Background: an optimization exercise with open tools, aiming at small area. Do not read the settings as production practice. The RTL was checked by simulation tests, not by an equivalence proof against the original design. The clock port is modelled as an ideal driver; clocking choices that lean on that would not hold on a real chip. Power figures rest on the tool's default switching activity, not on a simulated workload.

## design/flow/config.mk

```make
export PLATFORM = sky130hd
export DESIGN_NAME = digital_clock
export DESIGN_NICKNAME = digital_clock
export VERILOG_FILES = /design/flow/design.v
export SDC_FILE = /design/flow/constraint.sdc
export NUM_CORES = 4
export LEC_CHECK = 0
export ABC_AREA = 1
export CAP_MARGIN = 20
export CORE_MARGIN = 2
export CORE_UTILIZATION = 40
export SLEW_MARGIN = 20
```

## design/flow/constraint.sdc

```tcl
create_clock -name core_clock -period 10.0 [get_ports {sys_clk_in}]
set_input_delay 2.0000 -clock core_clock [delete_from_list [all_inputs] [get_ports {sys_clk_in}]]
set_output_delay 2.0000 -clock core_clock [all_outputs]
set_load 0.01 [all_outputs]
```

## design/flow/design.v

```verilog
module digital_clock(
    input sys_clk_in,
    input reset,
    input switch,
    input freq_switch1,
    input freq_switch2,
    input pause_switch,
    input direction_switch,
    output [83:0] binary_out,
    output [7:0] display_out,
    output [7:0] seg_control
);
reg [17:0] tb;
wire [4:0] c24 = tb[4:0];     
wire [5:0] c60 = tb[10:5];    
wire [4:0] c30 = tb[15:11];   
wire [1:0] c4  = tb[17:16];
wire t24 = &c24;
wire t60 = t24 & (&c60);
wire t30 = t60 & (&c30);
wire [17:0] tb_inc = tb + 18'd1;
always @(posedge sys_clk_in or negedge reset)
    if (!reset)
        tb <= 18'h3FFFF;
    else
        tb <= tb_inc | {2'b00, 3'b000, t30, 1'b0, 3'b000, t60, 2'b00, 1'b0, t24, 3'b000};
wire super_f = ~c24[0];
wire fast_f  = ~c60[0];
wire mid_f   = ~c30[0];
wire slow_f  = ~c4[1];
reg sel;
always @(*)
    case ({freq_switch2, freq_switch1})
        2'b00: sel = slow_f;
        2'b01: sel = mid_f;
        2'b10: sel = fast_f;
        default: sel = super_f;
    endcase
reg sel_q;
reg rot_tick;
always @(posedge sys_clk_in or negedge reset)
    if (!reset) begin
        sel_q <= 1'b0;
        rot_tick <= 1'b0;
    end else begin
        sel_q <= sel;
        rot_tick <= t30 & c4[0];
    end
wire tick = sel & ~sel_q;
reg [1:0] d1;
reg [3:0] d0;
reg [1:0] h1;
reg [3:0] h0;
reg [2:0] m1;
reg [3:0] m0;
reg [2:0] s1;
reg [3:0] s0;
wire loaded = |d0;
wire e0 = tick & loaded;
wire e1 = e0 & s0[3] & s0[0];
wire e2 = e1 & s1[2] & s1[0];
wire e3 = e2 & m0[3] & m0[0];
wire e4 = e3 & m1[2] & m1[0];
wire e5 = e4 & h0[0] & (h0[3] | (h1[1] & h0[1]));
wire e6 = e5 & h1[1];
wire d1_3 = d1[1] & d1[0];
wire e6d = e6 & ~d1_3;
wire e7 = e6 & (d1_3 | (d0[3] & d0[0]));
always @(posedge sys_clk_in or negedge reset)
    if (!reset) begin
        d1 <= 2'd0; d0 <= 4'd0; h1 <= 2'd0; h0 <= 4'd0;
        m1 <= 3'd0; m0 <= 4'd0; s1 <= 3'd0; s0 <= 4'd0;
    end else begin
        s0[0] <= s0[0] ^ e0;
        s0[1] <= s0[1] ^ (e0 & s0[0] & ~s0[3]);
        s0[2] <= s0[2] ^ (e0 & s0[0] & s0[1]);
        s0[3] <= s0[3] ^ (e0 & s0[0] & (s0[3] | (s0[1] & s0[2])));
        s1[0] <= s1[0] ^ e1;
        s1[1] <= s1[1] ^ (e1 & s1[0] & ~s1[2]);
        s1[2] <= s1[2] ^ (e1 & s1[0] & (s1[1] | s1[2]));
        m0[0] <= m0[0] ^ e2;
        m0[1] <= m0[1] ^ (e2 & m0[0] & ~m0[3]);
        m0[2] <= m0[2] ^ (e2 & m0[0] & m0[1]);
        m0[3] <= m0[3] ^ (e2 & m0[0] & (m0[3] | (m0[1] & m0[2])));
        m1[0] <= m1[0] ^ e3;
        m1[1] <= m1[1] ^ (e3 & m1[0] & ~m1[2]);
        m1[2] <= m1[2] ^ (e3 & m1[0] & (m1[1] | m1[2]));
        h0[0] <= h0[0] ^ e4;
        h0[1] <= h0[1] ^ (e4 & h0[0] & ~h0[3]);
        h0[2] <= h0[2] ^ (e4 & h0[0] & h0[1] & ~h1[1]);
        h0[3] <= h0[3] ^ (e4 & h0[0] & (h0[3] | (h0[1] & h0[2])));
        h1[0] <= h1[0] ^ (e5 & ~h1[1]);
        h1[1] <= h1[1] ^ (e5 & (h1[0] | h1[1]));
        d0[0] <= (d0[0] ^ (e6d & ~(d0[3] & d0[0]))) | (tick & ~loaded);
        d0[1] <= d0[1] ^ (e6d & d0[0] & ~d0[3]);
        d0[2] <= d0[2] ^ (e6d & d0[0] & d0[1]);
        d0[3] <= d0[3] ^ (e6d & d0[0] & (d0[3] | (d0[1] & d0[2])));
        d1[0] <= d1[0] ^ e7;
        d1[1] <= d1[1] ^ (e7 & d1[0]);
    end
wire [3:0] A = {4{loaded}} & 4'hA;
wire [83:0] word = {{16{loaded}} & 16'h2025, A, {8{loaded}} & 8'h05, A,
                    2'b00, d1, d0, A, 2'b00, h1, h0, A,
                    1'b0, m1, m0, A, 1'b0, s1, s0, A, {4{loaded}} & 4'hF};
reg [1:0] pa;    
reg [2:0] pb;    
wire pstep = rot_tick & ~pause_switch;
always @(posedge sys_clk_in or negedge reset)
    if (!reset) begin
        pa <= 2'b01;
        pb <= 3'b001;
    end else if (pstep) begin
        if (!direction_switch) begin
            pa <= {pa[0], pa[1] ^ pa[0]};
            pb <= {pb[1], pb[0], pb[2] ^ pb[1]};
        end else begin
            pa <= {pa[1] ^ pa[0], pa[1]};
            pb <= {pb[0] ^ pb[2], pb[2], pb[1]};
        end
    end
reg [2:0] ah;    
reg [6:0] bh;    
always @(*) begin
    ah = 3'd0;
    case (pa)
        2'b01: ah[0] = 1'b1;
        2'b11: ah[1] = 1'b1;
        default: ah[2] = 1'b1;
    endcase
    bh = 7'd0;
    case (pb)
        3'd1: bh[0] = 1'b1;
        3'd2: bh[1] = 1'b1;
        3'd5: bh[2] = 1'b1;
        3'd3: bh[3] = 1'b1;
        3'd7: bh[4] = 1'b1;
        3'd6: bh[5] = 1'b1;
        default: bh[6] = 1'b1;
    endcase
end
reg [83:0] sa;
reg [83:0] rot;
integer i, j, s;
always @(*) begin
    sa = 84'd0;
    for (i = 0; i < 21; i = i + 1)
        for (s = 0; s < 7; s = s + 1)
            if (bh[s]) sa[4*i +: 4] = sa[4*i +: 4] | word[4*((i + 21 - 3*((5*s) % 7)) % 21) +: 4];
    rot = 84'd0;
    for (j = 0; j < 21; j = j + 1)
        for (s = 0; s < 3; s = s + 1)
            if (ah[s]) rot[4*j +: 4] = rot[4*j +: 4] | sa[4*((j + 21 - 7*s) % 21) +: 4];
end
assign binary_out = rot;
reg [11:0] x;
wire x_end = (x[11:8] == 4'b0011) & (x[6:3] == 4'b0101) & (x[1:0] == 2'b10);
wire stick = x_end & (c24[1:0] == 2'b00);
reg [2:0] k;
reg started;
always @(posedge sys_clk_in or negedge reset)
    if (!reset) begin
        x <= 12'd2455;
        k <= 3'd7;
        started <= 1'b0;
    end else begin
        x <= {x[10:1], x[0] | x_end, x[0] ^ x[11]};
        if (stick) begin
            k <= k + 3'd1;
            started <= 1'b1;
        end
    end
reg [3:0] nib;
always @(*)
    case (k)
        3'd0: nib = binary_out[31:28];
        3'd1: nib = binary_out[27:24];
        3'd2: nib = binary_out[23:20];
        3'd3: nib = binary_out[19:16];
        3'd4: nib = binary_out[15:12];
        3'd5: nib = binary_out[11:8];
        3'd6: nib = binary_out[7:4];
        default: nib = binary_out[3:0];
    endcase
reg [6:0] seg;
always @(*)
    case (nib)
        4'd0: seg = 7'b0000001;
        4'd1: seg = 7'b1001111;
        4'd2: seg = 7'b0010010;
        4'd3: seg = 7'b0000110;
        4'd4: seg = 7'b1001100;
        4'd5: seg = 7'b0100100;
        4'd6: seg = 7'b0100000;
        4'd7: seg = 7'b0001111;
        4'd8: seg = 7'b0000000;
        4'd9: seg = 7'b0000100;
        4'd10: seg = 7'b1111110;
        default: seg = 7'b1111111;
    endcase
assign display_out = started ? {seg, 1'b1} : 8'hFF;
reg [7:0] sc;
always @(*)
    case (k)
        3'd0: sc = 8'b0111_1111;
        3'd1: sc = 8'b1011_1111;
        3'd2: sc = 8'b1101_1111;
        3'd3: sc = 8'b1110_1111;
        3'd4: sc = 8'b1111_0111;
        3'd5: sc = 8'b1111_1011;
        3'd6: sc = 8'b1111_1101;
        default: sc = 8'b1111_1110;
    endcase
assign seg_control = started ? sc : 8'hFF;
endmodule
```

## design/flow/run.sh

```bash
#!/bin/bash
# synth_recipe.tcl (not shown) runs the flow's synth.tcl, then flattens the netlist and writes it again
# the make line also repeats each setting of config.mk as NAME=value (left out here)
make -C /OpenROAD-flow-scripts/flow DESIGN_CONFIG=/design/flow/config.mk WORK_HOME=/design/flow/orfs CLKGATE_MAP_FILE= SYNTH_SCRIPT=/design/flow/synth_recipe.tcl finish
```

==> results.toml, run 1 <==
[clock_network]
clk_path_buf_depth = 2
tritoncts_num_sinks = 67
clk-insertion-delay-late_ns = 0.34
tritoncts = "done"
cts_htree_levels = 3
worst_setup_hold_path_clk_slew_ns = 0.06
cts_inserted_buffers = 9
post_cts_hold_buffer_count = 0
cts_repair_resize_count = 0
cts_root_buffer = "clkbuf_16"
cts_post_setup_buffers_inserted = 0

[floorplanning]
die_width_um = 128.6
floorplan.die_area_mm2 = 0.01653
placeableCoreArea_mm2 = 0.01520
core.rowCount = 45
num_io_pins = 107
chipHeight_um = 128.6
start_util_pct = 40.82

[synth]
post-synth-top-area-cell = "nand2_1"
synth-seq-area-share_pct = 27.62
synth-edff-count = 0
yosys_warnings = 1
synthMostInstantiatedCell = "nand2_1"
ys_ff_latch = 67
synth_top_area_share_pct = 21.11
avgSynthCellArea_um2 = 6.096
synth_flop_cell = "dfrtp_1"
yosys-top-cells-count = "nand2_1 (349), inv_1 (111), nor2_1 (102)"
netlist_top_cells_area = "nand2_1 (21%), dfrtp_1 (15%), dfstp_2 (13%)"
synth_cells = 1018
synthArstFlopShare_pct = 100.0
ys_types = 41
mappedNetlistArea_mm2 = 0.006206
syn-num-nets = 1047

[timing]
timing.final.hold_violations = 0
setup_violations = 0
worst_slack_ns = 3.064
max_slew.worst_pin.slew_ns = 0.9571
part_of_the_cycle_the_worst_path_needs_pct = 69.36
timing.fmax_mhz = 144.2
minimum_clock_period_after_layout_ns = 6.936
timing.clock.skew_ns = 0.008393
total_count_of_max_transition_violations_in_the_final_report = 0
grt_setup_unrepaired = "no"
slew-limit-headroom_pct = 36.12
fin_setup_tns_ns = 0

[finish]
antenna-diode-count = 0
area_growth_pct = 22.88
fillCellCount = 1594
fraction_of_layout_instances_using_a_drive_strength_above_1_pct = 6.849
postLayoutCoreUtil_pct = 50.16
postLayoutCellArea_mm2 = 0.007626
nets = 1119

[grt]
grt_max_degree = 68
use_met1_pct = 41.40
grt_most_used_layer = "met2"
met3_usage_pct = 4.158
total_routing_resource_utilization_after_global_routing_pct = 28.05
globalRoute.totalOverflow = 0
grt.met2_usage_pct = 41.43
grt_first_pass_wirelength_mm = 36.02
grt_antenna_before_repair = 0
grt_pass1_vias = 6531

[job]
drv.max_cap_violation_count = 0

[setup_path]
worstPathRequired_ns = 8.00
crit_fanout = 22
cp-end-kind = "output pin"
arrival_time_worst_endpoint_ns = 4.94
cp-start-kind = "flip-flop"
criticalPathCategory = "flip-flop to output pin"

[route]
detailroute.via_count = 7043
vias_per_cell = 5.489
ant_nets = 0
drt-initial-drc-count = 818
wl_per_cell_um = 17.88
drt_first_pass_iters = 5
post-route-drc-count = 0
wl_mm = 22.94

[placement]
port_buffers = 104
placedInstanceArea_mm2 = 0.007323
gp_congestion = 0.9571
place.detailed.hpwl_mm = 17.20
pre_cts_ws_ns = 3.558

[pwr]
vdd_ir_drop_max_mv = 0.1071
power_leakage_uw = 0.003622
pwr_density_cell_mw_per_mm2 = 133.6

[worst_hold_path]
hold_path_class = "flip-flop to flip-flop"

[run_status]
run_status = "timing/DRC/antenna clean"
[metrics by stage]
stage          instances  hold WS (ns)  power, uW
3_5_place_dp        1267        0.3488      687.6
2_1_floorplan       1018        0.3452      522.9
4_1_cts             1283        0.3590       1019
6_report            1283        0.3595       1019
5_1_grt             1283        0.3587       1070
3_3_place_gp        1267        0.3456      687.2
[kinds of logic (layout without fill, tap and decap cells)]
kind of cell	Yosys count	after routing	synth area share, %
simple gates	570	570	37.86
buf+inv	170	247	10.75
compound gates	167	167	16.27
flops	67	67	27.62
fa+ha+maj	22	22	4.435
xor+xnor	20	20	2.823
other cells	1	1	0.06043
mux	1	1	0.1814
[power by group]
group / switching [uW] / leakage, uW / internal [uW]
Sequential: 62.5 / 0.000750 / 295
Clock: 128 / 0.000145 / 200
Combinational: 199 / 0.00273 / 135
Total: 389 / 0.00362 / 630
[state kept, by name, indices dropped and copies added (netlist names)]
| signal | cells |
|---|---|
| pa | 2 |
| x | 12 |
| pb | 3 |
| tb | 18 |
| m0 | 4 |
| d0 | 4 |
| h0 | 4 |
| s1 | 3 |
| s0 | 4 |
| rot_tick | 1 |
| h1 | 2 |
| d1 | 2 |
| sel_q | 1 |
| started | 1 |
| m1 | 3 |
| k | 3 |
[per-layer routing]
metal	vias up	routed length, um
met5	-	0
li1	3444	-
met2	322	9784
met3	50	1735
met4	0	711
met1	3227	10710
[final cells by class]
type / count / area (um2) / area share [%]
multi-input combinational: 781 / 3827 / 50.19
sequential: 67 / 1714 / 22.48
timing repair buffer: 113 / 1104 / 14.47
inverter: 118 / 442.9 / 5.808
clock buffer: 10 / 239.0 / 3.134
tap: 188 / 235.2 / 3.085
clock inverter: 6 / 63.81 / 0.8368
[worst paths after layout]
check	from	endpoint	slack, ns	cells past startpoint
max	pb[0]	display_out[2]	3.06	20
min	x[7]	x[8]	0.36	0
max reg2reg	d0[0]	d0[0]	6.09	19
min reg2reg	x[7]	x[8]	0.36	0
max in group asynchronous	reset	s0[2]	7.61	2
min in group asynchronous	reset	d0[1]	1.86	2
[worst max-delay path, cell delays in order, from the launching register on]
cell and delay (ns):
dfstp_2 0.78, inv_1 0.33, nor2_2 0.72, nand2_1 0.45, nand2_1 0.22, nor2_1 0.07, o21ai_0 0.23, nand2_1 0.10
nand2_1 0.14, nand2_1 0.06, nand2_1 0.06, nor2_1 0.04, nand3_1 0.15, inv_1 0.12, ha_1 0.24, inv_1 0.06
nand4_1 0.08, nand2_1 0.09, nand2_1 0.05, nand3_1 0.07, clkdlybuf4s50_1 0.54
[cell usage in the layout, fill, tap and decap left out, types with 2 or more instances in the layout]
| cell type | instances |
|---|---|
| nand3b_1 | 2 |
| o211ai_1 | 20 |
| o21ai_1 | 2 |
| a31oi_1 | 3 |
| nor3_1 | 6 |
| nand4_1 | 22 |
| or2_2 | 4 |
| nand2_2 | 3 |
| clkbuf_16 | 9 |
| xnor2_1 | 2 |
| dfstp_2 | 30 |
| xor2_1 | 18 |
| inv_1 | 111 |
| clkdlybuf4s50_1 | 103 |
| clkinv_2 | 2 |
| o221ai_1 | 14 |
| nand2_1 | 349 |
| nor2_1 | 101 |
| buf_4 | 9 |
| a21oi_1 | 18 |
| nor2_2 | 8 |
| inv_2 | 2 |
| o21ai_0 | 78 |
| dfrtp_1 | 37 |
| ha_1 | 22 |
| nand3_1 | 71 |
| clkinv_1 | 5 |
| o21bai_1 | 4 |
| a22oi_1 | 9 |
| clkinvlp_4 | 2 |
| o22ai_1 | 14 |
==> run 2: changes to the inputs <==
--- a/design/flow/design.v
+++ b/design/flow/design.v
@@ -12,3 +12,4 @@
 );
-reg [17:0] tb;
+reg [17:0] tbn;                 
+wire [17:0] tb = ~tbn;
 wire [4:0] c24 = tb[4:0];     
@@ -23,5 +24,5 @@
     if (!reset)
-        tb <= 18'h3FFFF;
+        tbn <= 18'h00000;
     else
-        tb <= tb_inc | {2'b00, 3'b000, t30, 1'b0, 3'b000, t60, 2'b00, 1'b0, t24, 3'b000};
+        tbn <= ~tb_inc & ~{2'b00, 3'b000, t30, 1'b0, 3'b000, t60, 2'b00, 1'b0, t24, 3'b000};
 wire super_f = ~c24[0];
@@ -109,11 +110,11 @@
     if (!reset) begin
-        pa <= 2'b01;
-        pb <= 3'b001;
+        pa <= 2'b00;
+        pb <= 3'b000;
     end else if (pstep) begin
         if (!direction_switch) begin
-            pa <= {pa[0], pa[1] ^ pa[0]};
-            pb <= {pb[1], pb[0], pb[2] ^ pb[1]};
+            pa <= {pa[0], ~(pa[1] ^ pa[0])};
+            pb <= {pb[1], pb[0], ~(pb[2] ^ pb[1])};
         end else begin
-            pa <= {pa[1] ^ pa[0], pa[1]};
-            pb <= {pb[0] ^ pb[2], pb[2], pb[1]};
+            pa <= {~(pa[0] ^ pa[1]), pa[1]};
+            pb <= {~(pb[0] ^ pb[2]), pb[2], pb[1]};
         end
@@ -125,4 +126,4 @@
     case (pa)
-        2'b01: ah[0] = 1'b1;
-        2'b11: ah[1] = 1'b1;
+        2'b00: ah[0] = 1'b1;
+        2'b01: ah[1] = 1'b1;
         default: ah[2] = 1'b1;
@@ -131,8 +132,8 @@
     case (pb)
-        3'd1: bh[0] = 1'b1;
-        3'd2: bh[1] = 1'b1;
-        3'd5: bh[2] = 1'b1;
-        3'd3: bh[3] = 1'b1;
-        3'd7: bh[4] = 1'b1;
-        3'd6: bh[5] = 1'b1;
+        3'd0: bh[0] = 1'b1;
+        3'd1: bh[1] = 1'b1;
+        3'd3: bh[2] = 1'b1;
+        3'd6: bh[3] = 1'b1;
+        3'd5: bh[4] = 1'b1;
+        3'd2: bh[5] = 1'b1;
         default: bh[6] = 1'b1;
@@ -157,3 +158,3 @@
 wire stick = x_end & (c24[1:0] == 2'b00);
-reg [2:0] k;
+reg [2:0] kk;    
 reg started;
@@ -162,3 +163,3 @@
         x <= 12'd2455;
-        k <= 3'd7;
+        kk <= 3'd0;
         started <= 1'b0;
@@ -167,3 +168,3 @@
         if (stick) begin
-            k <= k + 3'd1;
+            kk <= kk + 3'd1;
             started <= 1'b1;
@@ -173,10 +174,10 @@
 always @(*)
-    case (k)
-        3'd0: nib = binary_out[31:28];
-        3'd1: nib = binary_out[27:24];
-        3'd2: nib = binary_out[23:20];
-        3'd3: nib = binary_out[19:16];
-        3'd4: nib = binary_out[15:12];
-        3'd5: nib = binary_out[11:8];
-        3'd6: nib = binary_out[7:4];
+    case (kk)
+        3'd1: nib = binary_out[31:28];
+        3'd2: nib = binary_out[27:24];
+        3'd3: nib = binary_out[23:20];
+        3'd4: nib = binary_out[19:16];
+        3'd5: nib = binary_out[15:12];
+        3'd6: nib = binary_out[11:8];
+        3'd7: nib = binary_out[7:4];
         default: nib = binary_out[3:0];
@@ -184,4 +185,5 @@
 reg [6:0] seg;
-always @(*)
-    case (nib)
+wire [3:0] nibg = nib | {4{~started}};
+always @(*)
+    case (nibg)
         4'd0: seg = 7'b0000001;
@@ -199,13 +201,13 @@
     endcase
-assign display_out = started ? {seg, 1'b1} : 8'hFF;
+assign display_out = {seg, 1'b1};
 reg [7:0] sc;
 always @(*)
-    case (k)
-        3'd0: sc = 8'b0111_1111;
-        3'd1: sc = 8'b1011_1111;
-        3'd2: sc = 8'b1101_1111;
-        3'd3: sc = 8'b1110_1111;
-        3'd4: sc = 8'b1111_0111;
-        3'd5: sc = 8'b1111_1011;
-        3'd6: sc = 8'b1111_1101;
+    case (kk)
+        3'd1: sc = 8'b0111_1111;
+        3'd2: sc = 8'b1011_1111;
+        3'd3: sc = 8'b1101_1111;
+        3'd4: sc = 8'b1110_1111;
+        3'd5: sc = 8'b1111_0111;
+        3'd6: sc = 8'b1111_1011;
+        3'd7: sc = 8'b1111_1101;
         default: sc = 8'b1111_1110;
==> design/flow/flow/run.sh (new file) <==
#!/bin/bash
# Own flow: the standard layout (standard.sh), with the synthesis's
# technology mapping done by an area-oriented ABC script (flow/area.abc) in
# place of ORFS's. Everything else, including every register, is the
# standard synthesis's. Ports are buffered with buf_1, and the clock tree is
# built from clkbuf_4 without dummy loads. Each tool's full output is kept in the work folder:
# ORFS's per-step logs under orfs/logs/, and make's output in flow_make.log.
set -euo pipefail
W=$(pwd)
cat > "$W/area_synth.tcl" <<EOF
proc abc {args} {
  set i [lsearch -exact \$args -script]
  if {\$i >= 0} { lset args [expr {\$i + 1}] {$W/flow/area.abc} }
  yosys abc {*}\$args
}
source {$W/synth_recipe.tcl}
EOF
bash "$W/standard.sh" "SYNTH_SCRIPT=$W/area_synth.tcl" \
  "BUFFER_PORTS_ARGS=-buffer_cell sky130_fd_sc_hd__buf_1" \
  "CTS_ARGS=-sink_clustering_enable -repair_clock_nets -buf_list sky130_fd_sc_hd__clkbuf_4 -dont_use_dummy_load" \
  finish > "$W/flow_make.log" 2>&1
==> design/flow/flow/area.abc (new file) <==
strash
dch -f
amap
topo
==> design/flow/standard.sh (new file) <==
#!/bin/bash
# synth_recipe.tcl (not shown) runs the flow's synth.tcl, then flattens the netlist and writes it again
# the make line also repeats each setting of config.mk as NAME=value (left out here)
make -C /OpenROAD-flow-scripts/flow DESIGN_CONFIG=/design/flow/config.mk WORK_HOME=/design/flow/orfs CLKGATE_MAP_FILE= SYNTH_SCRIPT=/design/flow/synth_recipe.tcl "${@:-finish}"
--- a/design/flow/config.mk
+++ b/design/flow/config.mk
@@ -7,3 +7,2 @@
 export LEC_CHECK = 0
-export ABC_AREA = 1
 export CAP_MARGIN = 20
removed: design/flow/run.sh
==> run 2 against run 1 <==
Effect of this change:
- still clean on timing, DRC and antenna
- utilization shrank 3.4 points
- design area decreased by 23%
- sequential share of layout area up 6.3 points
- wire length shrank 14%
- critical endpoint unchanged
- highest routed layer unchanged
==> results.toml, run 2 <==
[run_status]
run_status = "timing/DRC/antenna clean"

[synth]
synth_top_area_share_pct = 29.48
synth-edff-count = 0
yosys_warnings = 1
netlist_top_cells_area = "dfrtp_1 (29%), o22ai_1 (14%), o221ai_1 (7.1%)"
yosys-top-cells-count = "o22ai_1 (110), clkinv_1 (83), nor2_1 (79)"
synth_cells = 645
ys_types = 37
ys_ff_latch = 67
post-synth-top-area-cell = "dfrtp_1"
synthMostInstantiatedCell = "o22ai_1"
avgSynthCellArea_um2 = 7.895
synthArstFlopShare_pct = 100.0
mappedNetlistArea_mm2 = 0.005092
syn-num-nets = 675
synth_flop_cell = "dfrtp_1"
synth-seq-area-share_pct = 33.10

[finish]
antenna-diode-count = 0
biggestRegsByFlops = "tbn: 18 flops, x: 12 flops"
fraction_of_layout_instances_using_a_drive_strength_above_1_pct = 4.031
final_cells = 941
area_growth_pct = 15.01
largest_register = "tbn"
nets = 801
flip_flop_count_of_the_largest_register_all_copies_and_words_added = 18
mostFrequentLayoutCell = "o22ai_1"
mostFrequentLayoutCells = "o22ai_1 (110), buf_1 (103), clkinv_1 (82)"

[floorplanning]
num_io_pins = 107
start_util_pct = 40.68
placeableCoreArea_mm2 = 0.01252
floorplan.die_area_mm2 = 0.01365
die_width_um = 116.8
chipHeight_um = 116.8
core.rowCount = 41

[grt]
grt_first_pass_wirelength_mm = 29.88
globalRoute.totalOverflow = 0
grt_max_degree = 69
total_routing_resource_utilization_after_global_routing_pct = 28.56
grt_pass1_vias = 5374
grt_antenna_before_repair = 0

[timing]
min_hold_slack_ns = 0.3663
max_slew.worst_pin.slew_ns = 1.024
timing.clock.skew_ns = 0.04032
fin_setup_tns_ns = 0
slew-limit-headroom_pct = 31.47
timing.final.hold_violations = 0
setup_violations = 0
total_count_of_max_transition_violations_in_the_final_report = 0
minimum_clock_period_after_layout_ns = 7.810
grt_setup_unrepaired = "no"
timing.fmax_mhz = 128.0
part_of_the_cycle_the_worst_path_needs_pct = 78.10
worst_slack_ns = 2.190

[route]
wl_mm = 19.80
drt-initial-drc-count = 800
vias_per_cell = 6.558
post-route-drc-count = 0
detailroute.via_count = 6171
ant_nets = 0
drt_first_pass_iters = 6
wl_per_cell_um = 21.04

[clock_network]
cts_inserted_buffers = 9
clk-insertion-delay-late_ns = 0.41
cts_root_buffer = "clkbuf_4"
cts_post_setup_buffers_inserted = 0
tritoncts_num_sinks = 67
tritoncts = "done"
clk_path_buf_depth = 2
post_cts_hold_buffer_count = 0
worst_setup_hold_path_clk_slew_ns = 0.10
cts_repair_resize_count = 0
cts_htree_levels = 3

[placement]
port_buffers = 104
placedCellCount = 932
place.detailed.hpwl_mm = 14.32
pre_cts_ws_ns = 2.832
gp_congestion = 0.9693

[worst_hold_path]
holdPathEnd = "x[8]"
hold_path_class = "flip-flop to flip-flop"
timing.hold.worst_path_depth = 0
min_from = "x[7]"

[setup_path]
criticalPathCategory = "flip-flop to output pin"
worstReg2RegStart = "tbn[0]"
reg2reg_to = "d0[0]"
arrival_time_worst_endpoint_ns = 5.81
crit_fanout = 20
worstPathRequired_ns = 8.00
cp-end-kind = "output pin"
cp-start-kind = "flip-flop"
worst-r2r-setup-slack_ns = 6.27
worst-r2r-cell-count = 17

[pwr]
vdd_ir_drop_max_mv = 0.08608
power_leakage_uw = 0.002043
fin_total_pwr_uw = 715.5
pwr_density_cell_mw_per_mm2 = 122.2

[job]
drv.max_cap_violation_count = 0
==> run 2: cell types whose count changed after synthesis, sizes merged, moves of 21 or more <==
cell	previous run	this run
nand3	72	11
inv	113	0
dfrtp	37	60
nor4	1	22
o221ai	14	41
nor2	109	79
clkbuf	31	0
a221oi	0	23
dfstp	30	7
o22ai	14	110
clkinv	5	83
o21ai	80	47
nand2	352	23
==> run 2: how the worst max path moves through the flow <==
stage                from              to  slack [ns]  depth (start not counted)
finish              pb[1]  display_out[2]        2.19                         19
global route        pb[1]  display_out[2]        1.83                         19
CTS                 pb[1]  display_out[2]        2.33                         19
detailed placement  pb[1]  display_out[2]        2.83                         19
global placement    pb[1]  display_out[2]        3.00                         19
floorplan           pa[1]  display_out[4]        3.19                         12
==> run 2: logic make-up (layout without fill, tap and decap cells) <==
logic type,count (synthesis),count (layout),synth area share (%)
compound gates,278,278,36.66
buf+inv,84,208,6.265
flops,67,67,33.10
fa+ha+maj,23,23,5.651
xor+xnor,1,1,0.1720
simple gates,191,191,18.08
other cells,1,1,0.07364
==> run 2: worst max-delay path: stages (launching register included) <==
cell and delay (ns):
dfrtp_1 0.46, clkinv_1 0.14, nor2_1 0.15, clkinv_1 0.10, nor2_1 0.09, buf_4 0.22, clkinv_1 0.54, nor2_1 0.81
clkinv_1 0.44, nand3_1 0.22, nor4_1 0.10, or3_1 0.40, o221ai_1 0.15, nor2_1 0.08, a41oi_1 0.47, clkinv_1 0.26
ha_1 0.25, nor2b_1 0.14, o31ai_1 0.21, buf_1 0.18
==> run 2: final cells by class <==
class | count | area (um2)
Inverter | 83 | 311.5
Timing Repair Buffer | 116 | 481.7
Multi-Input combinational cell | 494 | 3095
Tap cell | 172 | 215.2
Clock buffer | 9 | 67.56
Fill cell | 1323 | 6660
Sequential cell | 67 | 1685
==> run 2: metal layers <==
| metal | up-vias | track usage, % | share of wire [%] |
|---|---|---|---|
| met5 | - | 0 | 0 |
| met4 | 0 | 12.24 | 4.1 |
| met3 | 65 | 5.510 | 9.1 |
| met2 | 364 | 44.43 | 45 |
| met1 | 2921 | 38.99 | 42 |
| li1 | 2821 | - | - |
==> run 2: report_power, final <==
group          switching [uW]  internal [uW]
sequential               33.2            291
combinational             188           77.8
clock                    84.0           41.7
==> run 2: stage by stage <==
step	area [um2]	utilization (%)
after floorplan	5092	-
after global placement	5788	46.24
after detailed placement	5789	46.25
after CTS	5857	46.79
after global routing	5857	46.79
final	5857	46.79
==> run 3: changes to the inputs <==
--- a/design/flow/flow/run.sh
+++ b/design/flow/flow/run.sh
@@ -5,3 +5,5 @@
 # standard synthesis's. Ports are buffered with buf_1, and the clock tree is
-# built from clkbuf_4 without dummy loads. Each tool's full output is kept in the work folder:
+# built from clkbuf_4 without dummy loads. Adders are left to ABC (no
+# extract_fa), placement is not timing-driven, and repair aims at the
+# library's own slew and capacitance limits. Each tool's full output is kept in the work folder:
 # ORFS's per-step logs under orfs/logs/, and make's output in flow_make.log.
@@ -20,2 +22,3 @@
   "CTS_ARGS=-sink_clustering_enable -repair_clock_nets -buf_list sky130_fd_sc_hd__clkbuf_4 -dont_use_dummy_load" \
+  "ADDER_MAP_FILE=" GPL_TIMING_DRIVEN=0 CAP_MARGIN=0 SLEW_MARGIN=0 \
   finish > "$W/flow_make.log" 2>&1
==> design/flow/flow/area.abc (replaced) <==
strash
dc2
dch -f
amap -m -F 4 -A 10
strash
dc2
dch -f
amap -m -F 4 -A 10
strash
dc2
dch -f
amap -m -F 4 -A 10
topo
==> run 3 against run 2 <==
Effect of this change:
- power increased by 19%
- sequential cell count unchanged
- maximum frequency decreased by 1.5%
- clock power about the same
- design area decreased by 7.3%
- utilization increased by 0.78 points
- critical endpoint is now display_out[4]
- highest routed layer unchanged
==> results.toml, run 3 <==
[synth]
synthMostInstantiatedCell = "o22ai_1"
yosys_warnings = 1
ys_ff_latch = 67
synthArstFlopShare_pct = 100.0
synthMuxAreaShare_pct = 0
synth_cells = 601
synth_flop_cell = "dfrtp_1"
mappedNetlistArea_mm2 = 0.004676
ys_types = 32
netlist_top_cells_area = "dfrtp_1 (32%), o22ai_1 (12%), o221ai_1 (10%)"
synth-seq-area-share_pct = 36.04
synth_top_family_by_area = "compound AO/OA/AOI/OAI gates"
post-synth-top-area-cell = "dfrtp_1"
synth_xor_area_share_pct = 0
synth_top_area_share_pct = 32.11
avgSynthCellArea_um2 = 7.780
synth-edff-count = 0
syn-num-nets = 608
synth-compound-area-share_pct = 38.72
yosys-top-cells-count = "o22ai_1 (87), nor2_1 (80), clkinv_1 (77)"
yosys.area_share.simple_pct = 18.81
yosys.area_share.adder_pct = 0

[clock_network]
cts_post_setup_buffers_inserted = 0
cts_root_buffer = "clkbuf_4"
clk-insertion-delay-late_ns = 0.39
tritoncts = "done"
clk_path_buf_depth = 2
cts_repair_resize_count = 0
cts_htree_levels = 3
cts_inserted_buffers = 9
post_cts_hold_buffer_count = 0
worst_setup_hold_path_clk_slew_ns = 0.11
tritoncts_num_sinks = 67

[timing]
minimum_clock_period_after_layout_ns = 7.928
timing.fmax_mhz = 126.1
total_count_of_max_transition_violations_in_the_final_report = 0
setup_violations = 0
part_of_the_cycle_the_worst_path_needs_pct = 79.28
max_slew.worst_pin.slew_ns = 1.271
grt_setup_unrepaired = "no"
timing.final.hold_violations = 0
fin_setup_tns_ns = 0
slew-limit-headroom_pct = 14.61
timing.clock.skew_ns = 0.05064

[worst_hold_path]
min_from = "x[7]"
timing.hold.worst_path_depth = 0
holdPathEnd = "x[8]"
hold_path_class = "flip-flop to flip-flop"

[floorplanning]
core.rowCount = 39
start_util_pct = 40.95
chipHeight_um = 112.1
die_width_um = 112.1
num_io_pins = 107
placeableCoreArea_mm2 = 0.01142
floorplan.die_area_mm2 = 0.01257

[pwr]
vdd_ir_drop_max_mv = 0.1083
power_leakage_uw = 0.001841
pwr_density_cell_mw_per_mm2 = 156.2

[finish]
fillCellCount = 1207
sequential_cell_area_mm2 = 0.001685
mostFrequentLayoutCell = "buf_1"
antenna-diode-count = 0
largest_register = "tbn"
flip_flop_count_of_the_largest_register_all_copies_and_words_added = 18
nets = 730
area_growth_pct = 16.16
mostFrequentLayoutCells = "buf_1 (103), o22ai_1 (87), nor2_1 (80)"
multi_input_comb_area_mm2 = 0.002710
postLayoutCellArea_mm2 = 0.005431
fraction_of_layout_instances_using_a_drive_strength_above_1_pct = 4.161
biggestRegsByFlops = "tbn: 18 flops, x: 12 flops"
postLayoutCoreUtil_pct = 47.57

[grt]
total_routing_resource_utilization_after_global_routing_pct = 28.89
globalRoute.totalOverflow = 0
grt_pass1_vias = 5075
grt_first_pass_wirelength_mm = 28.78
grt_antenna_before_repair = 0
grt_max_degree = 61

[placement]
gp_congestion = 0.9897
place.detailed.hpwl_mm = 13.92
placedInstanceArea_mm2 = 0.005356
port_buffers = 104

[route]
drt_first_pass_iters = 7
drt-initial-drc-count = 891
post-route-drc-count = 0
vias_per_cell = 6.633
wl_mm = 18.51
detailroute.via_count = 5731
ant_nets = 0
wl_per_cell_um = 21.42

[setup_path]
cp-start-kind = "flip-flop"
crit_fanout = 16
worstReg2RegStart = "tbn[0]"
worstPathRequired_ns = 8.00
worst-r2r-setup-slack_ns = 4.97
reg2reg_to = "d0[3]"
worst-r2r-cell-count = 25
arrival_time_worst_endpoint_ns = 5.93
cp-end-kind = "output pin"
criticalPathCategory = "flip-flop to output pin"

[job]
drv.max_cap_violation_count = 0

[run_status]
run_status = "timing/DRC/antenna clean"
run 3: cell count changes in the layout (fill, tap and decap cells not counted), moves of 6 or more:
cell | previous run | this run
nand2_1 | 23 | 51
o22ai_1 | 110 | 87
nor3_1 | 12 | 25
o21ai_0 | 47 | 32
or2_0 | 10 | 4
nor4_1 | 21 | 1
clkinv_1 | 82 | 76
a221oi_1 | 23 | 29
a222oi_1 | 0 | 11
buf_4 | 12 | 3
ha_1 | 23 | 0
o221ai_1 | 41 | 55
run 3: cells by family (layout without fill, tap and decap cells):
family	Yosys count	after routing
other	1	1
AOI/OAI and AO/OA	254	254
DFF	67	67
and+or+nand+nor	201	201
buffers and inverters	78	198
run 3: how the worst max path moves through the flow:
| stage | startpoint | depth (start not counted) | end | slack (ns) |
|---|---|---|---|---|
| 2_1_floorplan | d0[3] | 14 | display_out[4] | 3.20 |
| 3_3_place_gp | d0[3] | 15 | display_out[4] | 0.80 |
| 3_5_place_dp | pb[2] | 18 | display_out[4] | 2.44 |
| 4_1_cts | pb[2] | 18 | display_out[4] | 2.02 |
| 5_1_grt | pb[1] | 20 | display_out[4] | 1.61 |
| 6_report | pb[1] | 20 | display_out[4] | 2.07 |
run 3: where the power goes:
group / internal [uW] / switching [uW]
Clock: 41.9 / 85.0
Sequential: 305 / 57.1
Combinational: 111 / 249
run 3: worst max-delay path, stage by stage (launching register included):
cell and delay, ns:
dfrtp_1 0.43, clkinv_1 0.16, nor2_1 0.17, clkinv_1 0.11
nor2_1 0.88, clkinv_1 0.85, nor2_1 0.76, nor2_1 0.24
o221ai_1 0.13, a221oi_1 0.14, o221ai_1 0.42, a222oi_1 0.19
nand3_1 0.15, o22ai_1 0.12, clkinv_1 0.09, nor2_1 0.06
nor2_1 0.13, clkinv_1 0.10, o22ai_1 0.15, nand2b_1 0.12
buf_1 0.15
run 3: through the flow:
step           setup WS (ns)  instances  hold WS [ns]  power [uW]
2_1_floorplan          3.204        601        0.3452       575.5
5_1_grt                1.610        864        0.3742       898.2
4_1_cts                2.015        863        0.3703       842.2
6_report               2.072        864        0.3675       848.6
3_3_place_gp          0.8041        848        0.3458       704.9
3_5_place_dp           2.436        854        0.3538       714.4
run 3: final cells by class:
cell class	count	area share (%)
multi-input combinational	456	49.90
sequential	67	31.03
timing repair buffer	111	9.076
inverter	77	5.321
tap	143	3.294
clock buffer	9	1.244
buffer	1	0.1382
run 3: metal layers:
| layer | GRT usage (%) | vias to the layer above | routed length, um |
|---|---|---|---|
| met2 | 44.70 | 326 | 8375 |
| met3 | 5.238 | 41 | 1563 |
| met4 | 11.79 | 0 | 656 |
| met1 | 40.19 | 2733 | 7911 |
| met5 | 0 | - | 0 |
| li1 | - | 2631 | - |
==> run 4: changes to the inputs <==
--- a/design/flow/flow/run.sh
+++ b/design/flow/flow/run.sh
@@ -5,3 +5,4 @@
 # standard synthesis's. Ports are buffered with buf_1, and the clock tree is
-# built from clkbuf_4 without dummy loads. Adders are left to ABC (no
+# built from clkbuf_4 without dummy loads; after CTS, flow/clock_fix.tcl swaps
+# the clock buffers whose loads would see too slow a slew for clkbuf_8. Adders are left to ABC (no
 # extract_fa), placement is not timing-driven, and repair aims at the
@@ -19,6 +20,11 @@
 EOF
-bash "$W/standard.sh" "SYNTH_SCRIPT=$W/area_synth.tcl" \
-  "BUFFER_PORTS_ARGS=-buffer_cell sky130_fd_sc_hd__buf_1" \
-  "CTS_ARGS=-sink_clustering_enable -repair_clock_nets -buf_list sky130_fd_sc_hd__clkbuf_4 -dont_use_dummy_load" \
-  "ADDER_MAP_FILE=" GPL_TIMING_DRIVEN=0 CAP_MARGIN=0 SLEW_MARGIN=0 \
-  finish > "$W/flow_make.log" 2>&1
+ARGS=("SYNTH_SCRIPT=$W/area_synth.tcl"
+  "BUFFER_PORTS_ARGS=-buffer_cell sky130_fd_sc_hd__buf_1"
+  "CTS_ARGS=-sink_clustering_enable -repair_clock_nets -buf_list sky130_fd_sc_hd__clkbuf_4 -dont_use_dummy_load"
+  "ADDER_MAP_FILE=" GPL_TIMING_DRIVEN=0 CAP_MARGIN=0 SLEW_MARGIN=0)
+bash "$W/standard.sh" "${ARGS[@]}" cts > "$W/flow_make_cts.log" 2>&1
+RES="$W/orfs/results/$FLOW_PLATFORM/digital_clock/base" \
+LIB="$FLOW_HOME/platforms/$FLOW_PLATFORM/lib/sky130_fd_sc_hd__tt_025C_1v80.lib" \
+PLATFORM_DIR="$FLOW_HOME/platforms/$FLOW_PLATFORM" \
+  openroad -no_init -exit "$W/flow/clock_fix.tcl" > "$W/clock_fix.log" 2>&1
+bash "$W/standard.sh" "${ARGS[@]}" finish > "$W/flow_make.log" 2>&1
==> design/flow/flow/clock_fix.tcl (new file) <==
# After CTS: every clock buffer whose load pins see a slew over 95 ps (with
# placement parasitics) is swapped for the stronger clkbuf_8 of the same
# kind, then the placement is legalised again. Only drive strength changes;
# the tree, its nets and every register stay as CTS made them.
set res $::env(RES)
read_db $res/4_cts.odb
read_liberty $::env(LIB)
read_sdc $res/4_cts.sdc
source $::env(PLATFORM_DIR)/setRC.tcl
set_propagated_clock [all_clocks]
estimate_parasitics -placement
set swapped 0
foreach inst [get_cells -filter "ref_name == sky130_fd_sc_hd__clkbuf_4"] {
  set out [get_pins -of_objects $inst -filter "direction == output"]
  set net [get_nets -of_objects $out]
  set worst 0
  foreach p [get_pins -of_objects $net -filter "direction == input"] {
    foreach e {rise fall} {
      foreach a {min max} {
        set worst [expr {max($worst, [get_property $p slew_${a}_$e])}]
      }
    }
  }
  set name [get_full_name $inst]
  if {$worst > 0.095} {
    replace_cell $inst sky130_fd_sc_hd__clkbuf_8
    incr swapped
    puts "clock_fix: $name slew $worst -> clkbuf_8"
  } else {
    puts "clock_fix: $name slew $worst kept"
  }
}
puts "clock_fix: swapped $swapped"
detailed_placement
check_placement -verbose
estimate_parasitics -placement
foreach inst [get_cells -filter "ref_name =~ sky130_fd_sc_hd__clkbuf_*"] {
  set out [get_pins -of_objects $inst -filter "direction == output"]
  set net [get_nets -of_objects $out]
  set worst 0
  foreach p [get_pins -of_objects $net -filter "direction == input"] {
    foreach e {rise fall} { foreach a {min max} { set worst [expr {max($worst, [get_property $p slew_${a}_$e])}] } }
  }
  puts "clock_fix: after [get_full_name $inst] [get_property $inst ref_name] slew $worst"
}
write_db $res/4_cts.odb
--- a/design/flow/config.mk
+++ b/design/flow/config.mk
@@ -9,3 +9,3 @@
 export CORE_MARGIN = 2
-export CORE_UTILIZATION = 40
+export CORE_UTILIZATION = 65
 export SLEW_MARGIN = 20
==> run 4 against run 3 <==
Effect of this change:
- still clean
- die area shrank 37%
- design area fell by 1.6%
- register-to-register slack got worse by 0.54 ns
- clock power up about 20%
- via count is 6.3% higher
- worst hold slack worse by 0.0089 ns
- setup slack lost 0.026 ns
- synthesized area unchanged
- clock-buffer cell count unchanged
- largest cell class unchanged
- largest power group unchanged
==> results.toml, run 4 <==
[timing]
fin_setup_tns_ns = 0
timing.fmax_mhz = 125.7
grt_setup_unrepaired = "no"
timing.final.hold_violations = 0
part_of_the_cycle_the_worst_path_needs_pct = 79.54
timing.clock.skew_ns = 0.03526
setup_violations = 0
max_slew.worst_pin.slew_ns = 1.353
minimum_clock_period_after_layout_ns = 7.954
slew-limit-headroom_pct = 9.444
total_count_of_max_transition_violations_in_the_final_report = 0

[finish]
nets = 727
multi_input_comb_area_mm2 = 0.002715
biggestRegsByFlops = "tbn: 18 flops, x: 12 flops"
largest_register = "tbn"
fraction_of_layout_instances_using_a_drive_strength_above_1_pct = 3.900
mostFrequentLayoutCells = "buf_1 (103), o22ai_1 (87), nor2_1 (80)"
postLayoutCellArea_mm2 = 0.005344
area_growth_pct = 14.29
flip_flop_count_of_the_largest_register_all_copies_and_words_added = 18
antenna-diode-count = 0
mostFrequentLayoutCell = "buf_1"
sequential_cell_area_mm2 = 0.001685
fillCellCount = 519

[clock_network]
cts_repair_resize_count = 0
cts_post_setup_buffers_inserted = 0
cts_root_buffer = "clkbuf_4"
clk_path_buf_depth = 2
clk-insertion-delay-late_ns = 0.36
post_cts_hold_buffer_count = 0
cts_inserted_buffers = 9
worst_setup_hold_path_clk_slew_ns = 0.09
tritoncts = "done"
tritoncts_num_sinks = 67
cts_htree_levels = 3

[setup_path]
worstReg2RegStart = "tbn[0]"
critical_path.cell_chain = "clkinv_1 -> nor2_1 -> clkinv_1 -> nor2_1 -> clkinv_1 -> nor2_1 -> nor2_1 -> o221ai_1 -> a221oi_1 -> o221ai_1 -> a222oi_1 -> nand3_1 -> o22ai_1 -> clkinv_1 -> nor2_1 -> nor2_1 -> clkinv_1 -> o22ai_1 -> nand2b_1 -> buf_1"
worst-r2r-setup-slack_ns = 4.43
cp-start-kind = "flip-flop"
critical_path.most_common_cell = "nor2_1"
timing.critical_path.from = "pb[1]"
arrival_time_worst_endpoint_ns = 5.95
crit_fanout = 16
critPathSlowestCell = "nor2_1"
cpPeakStageDelay_ns = 1.01
criticalPathCategory = "flip-flop to output pin"
worstPathRequired_ns = 8.00
cp-end-kind = "output pin"

[floorplanning]
floorplan.die_area_mm2 = 0.007888
num_io_pins = 107
chipHeight_um = 88.82
start_util_pct = 68.07
core.rowCount = 30
die_width_um = 88.82
placeableCoreArea_mm2 = 0.006869

[route]
wl_per_cell_um = 21.58
drt-initial-drc-count = 1352
wl_mm = 17.57
detailroute.via_count = 6091
post-route-drc-count = 0
vias_per_cell = 7.483
ant_nets = 0
drt_first_pass_iters = 12

[synth]
post-synth-top-area-cell = "dfrtp_1"
ys_ff_latch = 67
synth_top_area_share_pct = 32.11
ys_types = 32
yosys_warnings = 1
mappedNetlistArea_mm2 = 0.004676
synth_cells = 601
yosys-top-cells-count = "o22ai_1 (87), nor2_1 (80), clkinv_1 (77)"
synthMostInstantiatedCell = "o22ai_1"
synth-edff-count = 0
synthArstFlopShare_pct = 100.0
netlist_top_cells_area = "dfrtp_1 (32%), o22ai_1 (12%), o221ai_1 (10%)"
avgSynthCellArea_um2 = 7.780
synth-seq-area-share_pct = 36.04
syn-num-nets = 608
synth_flop_cell = "dfrtp_1"

[placement]
place.detailed.hpwl_mm = 12.60
port_buffers = 104
gp_congestion = 1.070
placedInstanceArea_mm2 = 0.005246

[grt]
grt_max_degree = 63
total_routing_resource_utilization_after_global_routing_pct = 44.31
grt_pass1_vias = 5299
grt_first_pass_wirelength_mm = 26.74
grt_antenna_before_repair = 0
globalRoute.totalOverflow = 0

[run_status]
run_status = "timing/DRC/antenna clean"

[pwr]
pwr_density_cell_mw_per_mm2 = 164.3
netSwitchingPower_uw = 405.7
share_clk_of_total_power_pct = 17.4
vdd_ir_drop_max_mv = 0.1358
p_int_uw = 472.5
power_leakage_uw = 0.001824
pwr-share-seq_pct = 41.9
power_frac_comb_pct = 40.7
switching_share_pct = 46.20

[worst_hold_path]
min_from = "x[7]"
hold_path_class = "flip-flop to flip-flop"

[job]
drv.max_cap_violation_count = 0
run 4: area by class of cell:
| cell class | instances | share of cell area [%] |
|---|---|---|
| Buffer | 1 | 0.1405 |
| Clock buffer | 9 | 1.733 |
| Inverter | 77 | 5.409 |
| Multi-Input combinational cell | 456 | 50.81 |
| Sequential cell | 67 | 31.54 |
| Tap cell | 96 | 2.248 |
| Timing Repair Buffer | 108 | 8.125 |
run 4: worst max-delay path: cells and delay by family (launching register included):
family / cells / cell delay, ns
AND/OR/NAND/NOR: 8 / 2.56
buffers and inverters: 6 / 1.44
AO/OA/AOI/OAI: 6 / 1.15
flip-flops: 1 / 0.42
run 4: through the flow:
step	utilization (%)	instances	hold WS (ns)	power [uW]	setup WS [ns]
CTS	77.36	814	0.3602	830.4	2.220
floorplan	-	601	0.3452	575.5	3.204
finish	77.80	814	0.3587	878.2	2.046
global route	77.80	814	0.3568	908.2	1.788
global placement	75.50	801	0.3475	690.5	1.509
detailed placement	76.38	805	0.3475	704.4	2.681
run 4: per-layer routing:
layer	share of wire, %	global-route usage (%)
met1	35	57.95
met2	44	65.94
met3	15	14.18
met4	6.4	22.87
met5	0	0
run 4: final timing paths:
| check | end | cells after the start |
|---|---|---|
| min in group asynchronous | kk[0] | 1 |
| worst min-delay path | x[8] | 0 |
| max in group asynchronous | x[0] | 2 |
| worst max register to register | d0[3] | 25 |
| worst max-delay path | display_out[4] | 20 |
| worst min register to register | x[8] | 0 |
run 4: cell families after synthesis:
kind of cell / count (synthesis) / synth area share [%]
compound gates: 254 / 38.72
simple gates: 201 / 18.81
buf+inv: 78 / 6.342
flops: 67 / 36.05
other cells: 1 / 0.08020
run 4: power by group through the flow:
stage               combinational [uW]  sequential (uW)  clock, uW
floorplan                          231              345          0
detailed placement                 340              365          0
global route                       383              367        158
CTS                                341              360        130
finish                             358              368        153
global placement                   328              362          0

-- separate check: timing with driven ports --
Ports are ideal in the flow. The routed layouts listed here were re-timed in OpenROAD. Step 1 sets driving cells, clkbuf_16 on the clock port and buf_2 on the other inputs (assumed; they add their load-dependent delay and slew). Step 2 times the ports against the registers' clock, not the clock port: input delays grow and output delays shrink by t, the midpoint of the rising clock arrivals with the driver on. Slacks: ideal ports / drivers / drivers and shift; pairs: ideal ports / drivers.
run | t, ns | setup slack, ns | worst register clock-pin slew, ns | pins driven straight from the clock port
run 1 | 0.381 | 3.064 / 3.018 / 3.399 | 0.06 / 0.06 | 1
run 2 | 0.425 | 2.190 / 2.159 / 2.584 | 0.11 / 0.11 | 1
run 3 | 0.401 | 2.072 / 2.040 / 2.441 | 0.12 / 0.12 | 1
run 4 | 0.379 | 2.046 / 2.013 / 2.391 | 0.11 / 0.11 | 1
After both steps every run listed still meets setup and hold.
